This is an optimization exercise on Yosys and OpenROAD, whose aim is small area, a short achievable clock period and few clock cycles per item, not a production implementation. Where RTL was checked, it was by simulation tests only, not by an equivalence proof against the original.

==> v18: inputs <==
## Milestone1
module Milestone1 (
		input logic Clock,
		input logic Resetn,
		input logic Start,
		output logic Stop,
		output logic   [17:0]   SRAM_address,
		output logic   [15:0]   SRAM_write_data,
		output logic            SRAM_we_n,
		input  logic   [15:0]   SRAM_read_data
);
clock: 13.0 ns
lec_check: 0
cap_margin: 20
core_margin: 2
core_utilization: 30
cts_cluster_diameter: 140
cts_cluster_size: 24
place_density: 0.5
slew_margin: 20
standard.sh (not shown) runs the stock make flow with config.mk's settings and CLKGATE_MAP_FILE= SYNTH_SCRIPT=/design/flow/synth_recipe.tcl, a recipe that flattens the netlist after the stock synthesis.
==> flow/flow/run.sh <==
#!/bin/bash
set -euo pipefail
export SETUP_SLACK_MARGIN=9.3
export TNS_END_PERCENT=10
export BUFFER_PORTS_ARGS="-buffer_cell sky130_fd_sc_hd__buf_4"
bash standard.sh > standard.log 2>&1
==> v7 (differences from v18) <==
--- a/flow/design.v
+++ b/flow/design.v
@@ -101,43 +101,47 @@
 	endcase
 end
 wire [17:0] a_ad = a_x + a_c;
 wire go = running & ~last_wr;
 always_ff @(posedge Clock or negedge Resetn) begin
 	if (~Resetn) begin
 		running <= 1'b0; vrow <= 1'b1; ph <= 5'd4; c <= 7'd77; w <= 15'h7ffd;
 		fle76 <= 1'b0; fe77 <= 1'b1; fe78 <= 1'b0; fe79 <= 1'b0;
-		rgb <= 18'd146944;
+		rdp <= 3'd0; rgb <= 18'd146944; lastrow <= 1'b0;
 		SRAM_address <= 18'd0; we <= 1'b0; Stop <= 1'b0;
+		a_rd <= 1'b0; a_wr <= 1'b0; a_isy <= 1'b0; a_isv <= 1'b0; a_yb <= 1'b0; a_k <= 2'd0;
+		k_odd <= 1'b0; k_eveny <= 1'b1; k_sh <= 1'b0; k_ldu <= 1'b0; k_ldv <= 1'b0;
+		k_src <= 6'd0; k_wsel <= 3'd0;
 	end else begin
 		if (Start) running <= 1'b1;
+		lastrow <= ~vrow & (w >= 15'd19120);
 		Stop <= running & lastrow & c79 & (ph == 5'd9);
 		if (running) begin
 			ph <= phN; c <= cN; vrow <= vrN;
 			fle76 <= nle76; fe77 <= ne77; fe78 <= ne78; fe79 <= ne79;
 			if (wrap) w <= w + 15'd1;
 		end
 		if (last_wr) begin
 			running <= 1'b0; vrow <= 1'b1; ph <= 5'd4; c <= 7'd77; w <= 15'h7ffd;
 			fle76 <= 1'b0; fe77 <= 1'b1; fe78 <= 1'b0; fe79 <= 1'b0;
 		end
+		a_rd <= go & d_rd; a_wr <= go & d_wr; a_isy <= d_isy; a_isv <= d_isv; a_yb <= d_yb; a_k <= d_k;
+		k_odd <= d_odd; k_eveny <= ~d_odd; k_sh <= go & d_sh; k_ldu <= go & d_ldu; k_ldv <= go & d_ldv;
+		k_src <= d_src; k_wsel <= d_wsel;
+		rdp <= {rdp[1:0], a_rd};
 		we <= a_wr;
-		SRAM_address <= a_rd ? a_ad : rgb;
-		if (a_wr) rgb <= rgb + 18'd1;
+		if (a_wr) begin
+			SRAM_address <= rgb; rgb <= rgb + 18'd1;
+		end else if (a_rd) begin
+			SRAM_address <= a_ad;
+		end
 		if (~running) rgb <= 18'd146944;
 	end
 end
-always_ff @(posedge Clock) begin
-	lastrow <= ~vrow & (w >= 15'd19120);
-	a_rd <= go & d_rd; a_wr <= go & d_wr; a_isy <= d_isy; a_isv <= d_isv; a_yb <= d_yb; a_k <= d_k;
-	k_odd <= d_odd; k_eveny <= ~d_odd; k_sh <= go & d_sh; k_ldu <= go & d_ldu; k_ldv <= go & d_ldv;
-	k_src <= d_src; k_wsel <= d_wsel;
-	rdp <= {rdp[1:0], a_rd};
-end
 logic [15:0] D;                  
 logic [7:0]  pu_hi, pu_lo, pv_hi, pv_lo;
 logic [7:0]  ch [0:10];          
 logic [9:0]  vhold;              
 logic [22:0] yt;                 
 logic [8:0]  cu, cv;             
 logic [10:0] cu3, cv3;           
 logic        nu, nv;
@@ -298,24 +302,22 @@
 wire fl_131 = fl_102 ^ fl_103 ^ fl_77;
 wire fl_132 = (fl_102 & fl_103) | (fl_102 & fl_77) | (fl_103 & fl_77);
 wire fl_133 = fl_104 ^ fl_105 ^ 1'b1;
 wire fl_134 = (fl_104 & fl_105) | (fl_104 & 1'b1) | (fl_105 & 1'b1);
 wire fl_135 = fl_106 ^ fl_80 ^ fC[8];
 wire fl_136 = (fl_106 & fl_80) | (fl_106 & fC[8]) | (fl_80 & fC[8]);
 wire [18:0] fl_a = {1'b1, 1'b1, fl_136, fl_134, fl_132, fl_130, fl_128, fl_126, fl_124, fl_122, fl_120, fl_118, fl_116, fl_114, fl_112, fl_110, fl_108, fl_107, fA[0]};
 wire [18:0] fl_b = {1'b0, 1'b0, 1'b1, fl_135, fl_133, fl_131, fl_129, fl_127, fl_125, fl_123, fl_121, fl_119, fl_117, fl_115, fl_113, fl_111, fl_109, 1'b1, ~fC[0]};
-wire [8:0]  fl_lo = {1'b0, fl_a[7:0]} + {1'b0, fl_b[7:0]};
-logic [10:0] fa, fb;
-logic        fc8;
+logic [18:0] fa, fb;             
 always_ff @(posedge Clock) begin
-	fa <= fl_a[18:8]; fb <= fl_b[18:8]; fc8 <= fl_lo[8];
+	fa <= fl_a; fb <= fl_b;
 end
-wire [10:0] fs = fa + fb + {10'd0, fc8};
-wire [9:0]  fr = {fs[10], fs[8:0]};    
+wire [18:0] fs = fa + fb;
+wire [9:0]  fr = {fs[18], fs[16:8]};    
 wire [10:0] f3 = {2'd0, fr[8:0]} + {1'b0, fr[8:0], 1'b0};
 wire [7:0]  eu = ch[6], ev = ch[7];
 wire [8:0]  vsel = k_odd ? vhold[8:0] : {1'b0, ev};
 wire [10:0] vs3 = {2'd0, vsel} + {1'b0, vsel, 1'b0};
 wire [10:0] eu3 = {3'd0, eu} + {2'd0, eu, 1'b0};
 wire [7:0] Yv = k_eveny ? D[15:8] : D[7:0];
 wire ym_1 = Yv[5] ^ Yv[3];
 wire ym_2 = Yv[5] & Yv[3];
- ABC_AREA: unset -> 1
- CTS_CLUSTER_DIAMETER: 140 -> unset
- CTS_CLUSTER_SIZE: 24 -> unset
==> v32 (differences from v18) <==
--- a/flow/design.v
+++ b/flow/design.v
@@ -101,43 +101,47 @@
 	endcase
 end
 wire [17:0] a_ad = a_x + a_c;
 wire go = running & ~last_wr;
 always_ff @(posedge Clock or negedge Resetn) begin
 	if (~Resetn) begin
 		running <= 1'b0; vrow <= 1'b1; ph <= 5'd4; c <= 7'd77; w <= 15'h7ffd;
 		fle76 <= 1'b0; fe77 <= 1'b1; fe78 <= 1'b0; fe79 <= 1'b0;
-		rgb <= 18'd146944;
+		rdp <= 3'd0; rgb <= 18'd146944; lastrow <= 1'b0;
 		SRAM_address <= 18'd0; we <= 1'b0; Stop <= 1'b0;
+		a_rd <= 1'b0; a_wr <= 1'b0; a_isy <= 1'b0; a_isv <= 1'b0; a_yb <= 1'b0; a_k <= 2'd0;
+		k_odd <= 1'b0; k_eveny <= 1'b1; k_sh <= 1'b0; k_ldu <= 1'b0; k_ldv <= 1'b0;
+		k_src <= 6'd0; k_wsel <= 3'd0;
 	end else begin
 		if (Start) running <= 1'b1;
+		lastrow <= ~vrow & (w >= 15'd19120);
 		Stop <= running & lastrow & c79 & (ph == 5'd9);
 		if (running) begin
 			ph <= phN; c <= cN; vrow <= vrN;
 			fle76 <= nle76; fe77 <= ne77; fe78 <= ne78; fe79 <= ne79;
 			if (wrap) w <= w + 15'd1;
 		end
 		if (last_wr) begin
 			running <= 1'b0; vrow <= 1'b1; ph <= 5'd4; c <= 7'd77; w <= 15'h7ffd;
 			fle76 <= 1'b0; fe77 <= 1'b1; fe78 <= 1'b0; fe79 <= 1'b0;
 		end
+		a_rd <= go & d_rd; a_wr <= go & d_wr; a_isy <= d_isy; a_isv <= d_isv; a_yb <= d_yb; a_k <= d_k;
+		k_odd <= d_odd; k_eveny <= ~d_odd; k_sh <= go & d_sh; k_ldu <= go & d_ldu; k_ldv <= go & d_ldv;
+		k_src <= d_src; k_wsel <= d_wsel;
+		rdp <= {rdp[1:0], a_rd};
 		we <= a_wr;
-		SRAM_address <= a_rd ? a_ad : rgb;
-		if (a_wr) rgb <= rgb + 18'd1;
+		if (a_wr) begin
+			SRAM_address <= rgb; rgb <= rgb + 18'd1;
+		end else if (a_rd) begin
+			SRAM_address <= a_ad;
+		end
 		if (~running) rgb <= 18'd146944;
 	end
 end
-always_ff @(posedge Clock) begin
-	lastrow <= ~vrow & (w >= 15'd19120);
-	a_rd <= go & d_rd; a_wr <= go & d_wr; a_isy <= d_isy; a_isv <= d_isv; a_yb <= d_yb; a_k <= d_k;
-	k_odd <= d_odd; k_eveny <= ~d_odd; k_sh <= go & d_sh; k_ldu <= go & d_ldu; k_ldv <= go & d_ldv;
-	k_src <= d_src; k_wsel <= d_wsel;
-	rdp <= {rdp[1:0], a_rd};
-end
 logic [15:0] D;                  
 logic [7:0]  pu_hi, pu_lo, pv_hi, pv_lo;
 logic [7:0]  ch [0:10];          
 logic [9:0]  vhold;              
 logic [22:0] yt;                 
 logic [8:0]  cu, cv;             
 logic [10:0] cu3, cv3;           
 logic        nu, nv;
@@ -298,24 +302,22 @@
 wire fl_131 = fl_102 ^ fl_103 ^ fl_77;
 wire fl_132 = (fl_102 & fl_103) | (fl_102 & fl_77) | (fl_103 & fl_77);
 wire fl_133 = fl_104 ^ fl_105 ^ 1'b1;
 wire fl_134 = (fl_104 & fl_105) | (fl_104 & 1'b1) | (fl_105 & 1'b1);
 wire fl_135 = fl_106 ^ fl_80 ^ fC[8];
 wire fl_136 = (fl_106 & fl_80) | (fl_106 & fC[8]) | (fl_80 & fC[8]);
 wire [18:0] fl_a = {1'b1, 1'b1, fl_136, fl_134, fl_132, fl_130, fl_128, fl_126, fl_124, fl_122, fl_120, fl_118, fl_116, fl_114, fl_112, fl_110, fl_108, fl_107, fA[0]};
 wire [18:0] fl_b = {1'b0, 1'b0, 1'b1, fl_135, fl_133, fl_131, fl_129, fl_127, fl_125, fl_123, fl_121, fl_119, fl_117, fl_115, fl_113, fl_111, fl_109, 1'b1, ~fC[0]};
-wire [8:0]  fl_lo = {1'b0, fl_a[7:0]} + {1'b0, fl_b[7:0]};
-logic [10:0] fa, fb;
-logic        fc8;
+logic [18:0] fa, fb;             
 always_ff @(posedge Clock) begin
-	fa <= fl_a[18:8]; fb <= fl_b[18:8]; fc8 <= fl_lo[8];
+	fa <= fl_a; fb <= fl_b;
 end
-wire [10:0] fs = fa + fb + {10'd0, fc8};
-wire [9:0]  fr = {fs[10], fs[8:0]};    
+wire [18:0] fs = fa + fb;
+wire [9:0]  fr = {fs[18], fs[16:8]};    
 wire [10:0] f3 = {2'd0, fr[8:0]} + {1'b0, fr[8:0], 1'b0};
 wire [7:0]  eu = ch[6], ev = ch[7];
 wire [8:0]  vsel = k_odd ? vhold[8:0] : {1'b0, ev};
 wire [10:0] vs3 = {2'd0, vsel} + {1'b0, vsel, 1'b0};
 wire [10:0] eu3 = {3'd0, eu} + {2'd0, eu, 1'b0};
 wire [7:0] Yv = k_eveny ? D[15:8] : D[7:0];
 wire ym_1 = Yv[5] ^ Yv[3];
 wire ym_2 = Yv[5] & Yv[3];
- ABC_AREA: unset -> 1
- CTS_CLUSTER_DIAMETER: 140 -> 150
- CTS_CLUSTER_SIZE: 24 -> 30
==> v25 (differences from v18) <==
--- a/flow/design.v
+++ b/flow/design.v
@@ -8,91 +8,96 @@
 		output logic            SRAM_we_n,
 		input  logic   [15:0]   SRAM_read_data
 );
 logic        running;       
 logic        vrow;          
 logic [4:0]  ph;            
 logic [6:0]  c;             
 logic [14:0] w;             
-logic [2:0]  rdp;           
 logic [17:0] rgb;           
 logic        lastrow;       
 logic        we;            
 assign SRAM_we_n = ~we;
-logic        a_rd, a_wr, a_isy, a_isv, a_yb;    
+logic        a_rd, a_wr, a_isy, a_isv;    
 logic [1:0]  a_k;
-logic        k_odd, k_eveny, k_sh, k_ldu, k_ldv;
+logic        k_odd, k_ybus, k_sh, k_puhl;
+logic [3:0]  k_ld;          
 logic [5:0]  k_src;         
 logic [2:0]  k_wsel;        
 logic        fle76, fe77, fe78, fe79;    
 wire c79     = fe79;
 wire wrap    = ((ph == 5'd9) & ~c79) | (ph == 5'd16);
 wire last_wr = running & lastrow & c79 & (ph == 5'd10);
 wire [4:0] phN  = wrap ? 5'd0 : ph + 5'd1;
 wire [6:0] cN   = wrap ? (c79 ? 7'd0 : c + 7'd1) : c;
 wire       vrN  = (wrap & c79) ? 1'b0 : vrow;
 wire nle76 = wrap ? ((c <= 7'd75) | c79) : fle76;
 wire ne77  = wrap ? (c == 7'd76) : fe77;
 wire ne78  = wrap ? fe77 : fe78;
 wire ne79  = wrap ? fe78 : fe79;
-logic        d_rd, d_wr, d_isy, d_isv, d_yb, d_odd, d_sh, d_ldu, d_ldv, d_ldo;
+logic        d_rd, d_wr, d_isy, d_isv, d_odd, d_ybus, d_sh, d_pulo;
+logic [3:0]  d_ld;
 logic [1:0]  d_k;
 logic [5:0]  d_src;
 logic [2:0]  d_wsel;
 always_comb begin
 	logic real_r, le76, le77, le78, e77, e78, e79, upre, vpre, dupn;
 	real_r = ~vrN;
 	le76 = nle76; le77 = nle76 | ne77; le78 = le77 | ne78;
 	e77 = ne77; e78 = ne78; e79 = ne79;
 	upre = (real_r & le77) | (e78 & ~lastrow);
 	vpre = (real_r & le76) | (e77 & ~lastrow);
 	dupn = ~le77;
-	d_rd = 1'b0; d_wr = 1'b0; d_isy = 1'b0; d_isv = 1'b0; d_yb = 1'b0; d_k = 2'd0;
-	d_odd = 1'b0; d_sh = 1'b0; d_ldu = 1'b0; d_ldv = 1'b0; d_ldo = 1'b0; d_src = 6'd0; d_wsel = 3'd0;
+	d_rd = 1'b0; d_wr = 1'b0; d_isy = 1'b0; d_isv = 1'b0; d_k = 2'd0;
+	d_odd = 1'b0; d_sh = 1'b0; d_src = 6'd0; d_wsel = 3'd0; d_ld = 4'd0; d_pulo = 1'b0;
 	case (phN)
 		5'd0: begin d_rd = upre; d_k = 2'd2; end
-		5'd1: begin d_rd = real_r; d_isy = 1'b1; d_yb = 1'b1; end
+		5'd1: begin d_rd = real_r; d_isy = 1'b1; end
 		5'd2, 5'd3, 5'd4, 5'd7, 5'd8, 5'd9: d_wr = real_r;
 		5'd5: begin d_rd = vpre; d_isv = 1'b1; d_k = 2'd3; end
 		5'd6: begin
 			if (e79) begin d_rd = ~lastrow; d_isv = 1'b1; d_k = 2'd2; end
 			else begin d_rd = real_r & le78; d_isy = 1'b1; d_k = 2'd1; end
 		end
 		5'd10: begin d_rd = ~lastrow; d_k = 2'd2; end
 		5'd11: begin d_rd = ~lastrow; d_isv = 1'b1; d_k = 2'd3; end
 		5'd13: begin d_rd = ~lastrow; d_isy = 1'b1; d_k = 2'd1; end
 		default: ;
 	endcase
 	d_odd = (phN == 5'd1) | (phN == 5'd6);
-	d_ldo = (phN == 5'd1) | (phN == 5'd2) | (phN == 5'd6) | (phN == 5'd7);
+	d_ybus = (phN == 5'd4) | (phN == 5'd9) | (e79 & (phN == 5'd16));
 	d_wsel[0] = (phN == 5'd2) | (phN == 5'd7);
 	d_wsel[1] = (phN == 5'd3) | (phN == 5'd8);
 	d_wsel[2] = (phN == 5'd4) | (phN == 5'd9);
 	if (e79 & (phN >= 5'd5)) begin
 		d_sh = 1'b1;
 		case (phN)
 			5'd5, 5'd13: d_src = 6'b000001;
-			5'd11, 5'd15: d_src = 6'b000010;
+			5'd11: d_src = 6'b000010;
+			5'd15: d_src = 6'b000100;
 			5'd6: d_src = 6'b000100;
 			5'd12, 5'd16: d_src = 6'b001000;
 			5'd14: d_src = 6'b010000;
 			default: d_src = 6'b100000;
 		endcase
 	end else begin
 		case (phN)
 			5'd3: begin d_sh = 1'b1; d_src = dupn ? 6'b100000 : 6'b000001; end
 			5'd4: begin d_sh = 1'b1; d_src = dupn ? 6'b100000 : 6'b010000; end
 			5'd8: begin d_sh = 1'b1; d_src = dupn ? 6'b100000 : 6'b000010; end
 			5'd9: begin d_sh = 1'b1; d_src = dupn ? 6'b100000 : 6'b001000; end
 			default: ;
 		endcase
 	end
-	d_ldu = ((phN == 5'd4) & upre) | (e79 & (phN == 5'd14));
-	d_ldv = ((phN == 5'd9) & vpre) | (e79 & ((phN == 5'd12) | (phN == 5'd15)));
+	d_ld[0] = ((phN == 5'd4) & upre) | (e79 & (phN == 5'd10));                        
+	d_ld[1] = ((phN == 5'd4) & upre) | (e79 & (phN == 5'd14));                        
+	d_ld[2] = ((phN == 5'd9) & vpre) | (e79 & ((phN == 5'd10) | (phN == 5'd15)));     
+	d_ld[3] = ((phN == 5'd9) & vpre) | (e79 & (phN == 5'd15));                        
+	d_pulo = e79 & (phN == 5'd10);
 end
 wire [17:0] a_x = a_isy ? {{2{vrow}}, w, 1'b0} : {{3{vrow}}, w};
 logic [17:0] a_c;
 always_comb begin
 	case ({a_isy, a_isv, a_k[0]})
 		3'b100: a_c = 18'd1;            
 		3'b101: a_c = 18'd2;            
 		3'b010: a_c = 18'd57602;
@@ -123,46 +128,47 @@
 		we <= a_wr;
 		SRAM_address <= a_rd ? a_ad : rgb;
 		if (a_wr) rgb <= rgb + 18'd1;
 		if (~running) rgb <= 18'd146944;
 	end
 end
 always_ff @(posedge Clock) begin
 	lastrow <= ~vrow & (w >= 15'd19120);
-	a_rd <= go & d_rd; a_wr <= go & d_wr; a_isy <= d_isy; a_isv <= d_isv; a_yb <= d_yb; a_k <= d_k;
-	k_odd <= d_odd; k_eveny <= ~d_odd; k_sh <= go & d_sh; k_ldu <= go & d_ldu; k_ldv <= go & d_ldv;
+	a_rd <= go & d_rd; a_wr <= go & d_wr; a_isy <= d_isy; a_isv <= d_isv; a_k <= d_k;
+	k_odd <= d_odd; k_ybus <= d_ybus; k_sh <= go & d_sh; k_ld <= {4{go}} & d_ld; k_puhl <= d_pulo;
 	k_src <= d_src; k_wsel <= d_wsel;
-	rdp <= {rdp[1:0], a_rd};
 end
 logic [15:0] D;                  
 logic [7:0]  pu_hi, pu_lo, pv_hi, pv_lo;
 logic [7:0]  ch [0:10];          
 logic [9:0]  vhold;              
 logic [22:0] yt;                 
 logic [8:0]  cu, cv;             
 logic [10:0] cu3, cv3;           
 logic        nu, nv;
 logic [7:0]  b0;
 always_ff @(posedge Clock) begin
-	if (rdp[2]) D <= SRAM_read_data;
+	D <= SRAM_read_data;
 end
 logic [7:0] chin;
 always_comb begin
 	chin = ({8{k_src[0]}} & pv_hi) | ({8{k_src[1]}} & pv_lo) | ({8{k_src[2]}} & pu_hi)
 	     | ({8{k_src[3]}} & pu_lo) | ({8{k_src[4]}} & D[15:8]) | ({8{k_src[5]}} & ch[1]);
 end
 integer i;
 always_ff @(posedge Clock) begin
 	if (k_sh) begin
 		ch[0] <= chin;
 		for (i = 1; i <= 10; i = i + 1) ch[i] <= ch[i-1];
 	end
-	if (k_ldu) begin pu_hi <= D[15:8]; pu_lo <= D[7:0]; end
-	if (k_ldv) begin pv_hi <= D[15:8]; pv_lo <= D[7:0]; end
+	if (k_ld[0]) pu_hi <= k_puhl ? D[7:0] : D[15:8];
+	if (k_ld[1]) pu_lo <= D[7:0];
+	if (k_ld[2]) pv_hi <= D[15:8];
+	if (k_ld[3]) pv_lo <= D[7:0];
 end
 logic [8:0] fA, fB, fC;
 always_ff @(posedge Clock) begin
 	fA <= {1'b0, ch[9]} + {1'b0, chin};
 	fB <= {1'b0, ch[7]} + {1'b0, ch[1]};
 	fC <= {1'b0, ch[5]} + {1'b0, ch[3]} + 9'd1;
 end
 wire fl_1 = fA[5] ^ fA[3] ^ fA[1];
@@ -311,17 +317,20 @@
 end
 wire [10:0] fs = fa + fb + {10'd0, fc8};
 wire [9:0]  fr = {fs[10], fs[8:0]};    
 wire [10:0] f3 = {2'd0, fr[8:0]} + {1'b0, fr[8:0], 1'b0};
 wire [7:0]  eu = ch[6], ev = ch[7];
 wire [8:0]  vsel = k_odd ? vhold[8:0] : {1'b0, ev};
 wire [10:0] vs3 = {2'd0, vsel} + {1'b0, vsel, 1'b0};
 wire [10:0] eu3 = {3'd0, eu} + {2'd0, eu, 1'b0};
-wire [7:0] Yv = k_eveny ? D[15:8] : D[7:0];
+logic [7:0] Yv;
+always_ff @(posedge Clock) begin
+	Yv <= k_ybus ? SRAM_read_data[15:8] : D[7:0];
+end
 wire ym_1 = Yv[5] ^ Yv[3];
 wire ym_2 = Yv[5] & Yv[3];
 wire ym_3 = Yv[6] ^ Yv[4] ^ Yv[2];
 wire ym_4 = (Yv[6] & Yv[4]) | (Yv[6] & Yv[2]) | (Yv[4] & Yv[2]);
 wire ym_5 = Yv[7] ^ Yv[5] ^ Yv[3];
 wire ym_6 = (Yv[7] & Yv[5]) | (Yv[7] & Yv[3]) | (Yv[5] & Yv[3]);
 wire ym_7 = Yv[6] ^ Yv[4] ^ Yv[1];
 wire ym_8 = (Yv[6] & Yv[4]) | (Yv[6] & Yv[1]) | (Yv[4] & Yv[1]);
@@ -643,25 +652,22 @@
 wire clb_68 = (yt[21] & cu[6]) | (yt[21] & 1'b1) | (cu[6] & 1'b1);
 wire clb_69 = yt[22] ^ cu[7];
 wire clb_70 = yt[22] & cu[7];
 wire clb_71 = cu[8] ^ 1'b1;
 wire clb_72 = cu[8] & 1'b1;
 wire [27:0] clb_a = {1'b1, clb_72, clb_70, clb_68, clb_66, clb_64, clb_62, clb_60, clb_58, clb_56, clb_54, clb_52, clb_50, clb_48, clb_46, clb_44, clb_42, clb_40, clb_38, clb_36, clb_34, clb_32, clb_30, clb_28, clb_27, yt[0], cu3[1], cu3[0]};
 wire [27:0] clb_b = {1'b0, 1'b1, clb_71, clb_69, clb_67, clb_65, clb_63, clb_61, clb_59, clb_57, clb_55, clb_53, clb_51, clb_49, clb_47, clb_45, clb_43, clb_41, clb_39, clb_37, clb_35, clb_33, clb_31, clb_29, cu3[3], cu3[2], 1'b0, 1'b0};
 wire [27:0] Bs = clb_a + clb_b;
-logic [29:0] o;                  
-wire [9:0] Rq = {Rs[27] | nv, |Rs[26:24], Rs[23:16]};
-wire [9:0] Gq = {Gs[27] | nu | nv, |Gs[26:24], Gs[23:16]};
-wire [9:0] Bq = {Bs[27] | nu, |Bs[26:24], Bs[23:16]};
-function automatic [7:0] clip(input logic [9:0] q);
-	clip = q[9] ? 8'd0 : q[8] ? 8'd255 : q[7:0];
+logic [37:0] o;                  
+always_ff @(posedge Clock) o <= {Rs[27:16], Gs[27:16], Bs[27:16], nu, nv};
+function automatic [7:0] clip(input logic [11:0] x, input logic z);
+	clip = (z | x[11]) ? 8'd0 : (|x[10:8]) ? 8'd255 : x[7:0];
 endfunction
-wire [7:0] oR = clip(o[29:20]), oG = clip(o[19:10]), oB = clip(o[9:0]);
+wire [7:0] oR = clip(o[37:26], o[0]), oG = clip(o[25:14], o[1] | o[0]), oB = clip(o[13:2], o[1]);
 logic [15:0] gb;
 always_ff @(posedge Clock) begin
-	o <= {Rq, Gq, Bq};
 	b0 <= oB;
 	gb <= {oG, oB};
 	SRAM_write_data <= ({16{k_wsel[0]}} & {oR, oG}) | ({16{k_wsel[1]}} & {b0, oR})
 	                 | ({16{k_wsel[2]}} & gb);
 end
 endmodule
==> flow/flow/run.sh (replaced) <==
#!/bin/bash
set -euo pipefail
export SETUP_SLACK_MARGIN=9.3
export TNS_END_PERCENT=10
export BUFFER_PORTS_ARGS="-buffer_cell sky130_fd_sc_hd__buf_2"
bash standard.sh > standard.log 2>&1
- CORE_UTILIZATION: 30 -> 55
- PLACE_DENSITY: 0.5 -> 0.75
==> summary.txt <==
status: finished clean
Synth Area in Simple Gates: 17.7%
first-pass GRT wire length: 104 mm
Signal buffers: 59
clk cell area share: 1.86%
setup ws final: 9230 ps
Post-Syn Area per Cell: 8.83 sq um
Source of the figures above: v32

==> summary.txt <==
status: finished clean
Synth Area in Simple Gates: 8.61%
clk cell area share: 2.18%
Signal buffers: 77
setup ws final: 9050 ps
Source of the figures above: v18

==> summary.txt <==
Post-Syn Area per Cell: 10.8 sq um
die width: 213 um
clk cell area share: 2.34%
Signal buffers: 71
Reg-to-Reg End: o[22]$_DFF_P_
status: finished clean
setup ws final: 9260 ps
Hold Vio Cnt, Final: 0
Hold EP: o[1]$_DFF_P_
Crit. End Element: flip-flop
Clock Buffer Count: 33
Die Span Y: 213 um
placed cell area: 24,900 sq um
Source of the figures above: v25

==> summary.txt <==
Worst Path Max Fanout: 2
clk cell area share: 6.12%
first-pass GRT wire length: 105 mm
status: finished clean
setup ws final: 9220 ps
ant diodes: 0
Signal buffers: 59
antenna-violating nets left: 0
Source of the figures above: v7

Testbench counts of v25, summed over its fixed seeds: cycles 774,832, frames 4.
Only the layout flow was run in v18, v7 and v32; the RTL was not checked for function there.

## afterwards: timing with drivers on the ports
How much do the figures lean on ideal ports? The routed layouts below were timed once more, with nothing changed but the port constraints.
Step 1, drivers: a clkbuf_16 drives Clock and a buf_2 each remaining input, both assumed.
Step 2, shift: input delay + t, output delay - t, t = (earliest + latest rising clock arrival at the registers) / 2. This alone moves slack from input paths to output paths.
Slacks: ideal ports / drivers / drivers and shift; pairs: ideal ports / drivers.
run	t (ns)	slack for setup (ns)	latest minus earliest clock arrival (ns)
v18	0.617	9.052 / 9.052 / 9.052	0.022 / 0.023
v7	0.664	9.222 / 9.152 / 9.322	0.048 / 0.048
v32	0.625	9.229 / 9.166 / 9.346	0.038 / 0.038
v25	0.615	9.257 / 9.232 / 9.257	0.019 / 0.019
After both steps every run listed still meets setup and hold. The worst setup slack also covers recovery checks on asynchronous resets.
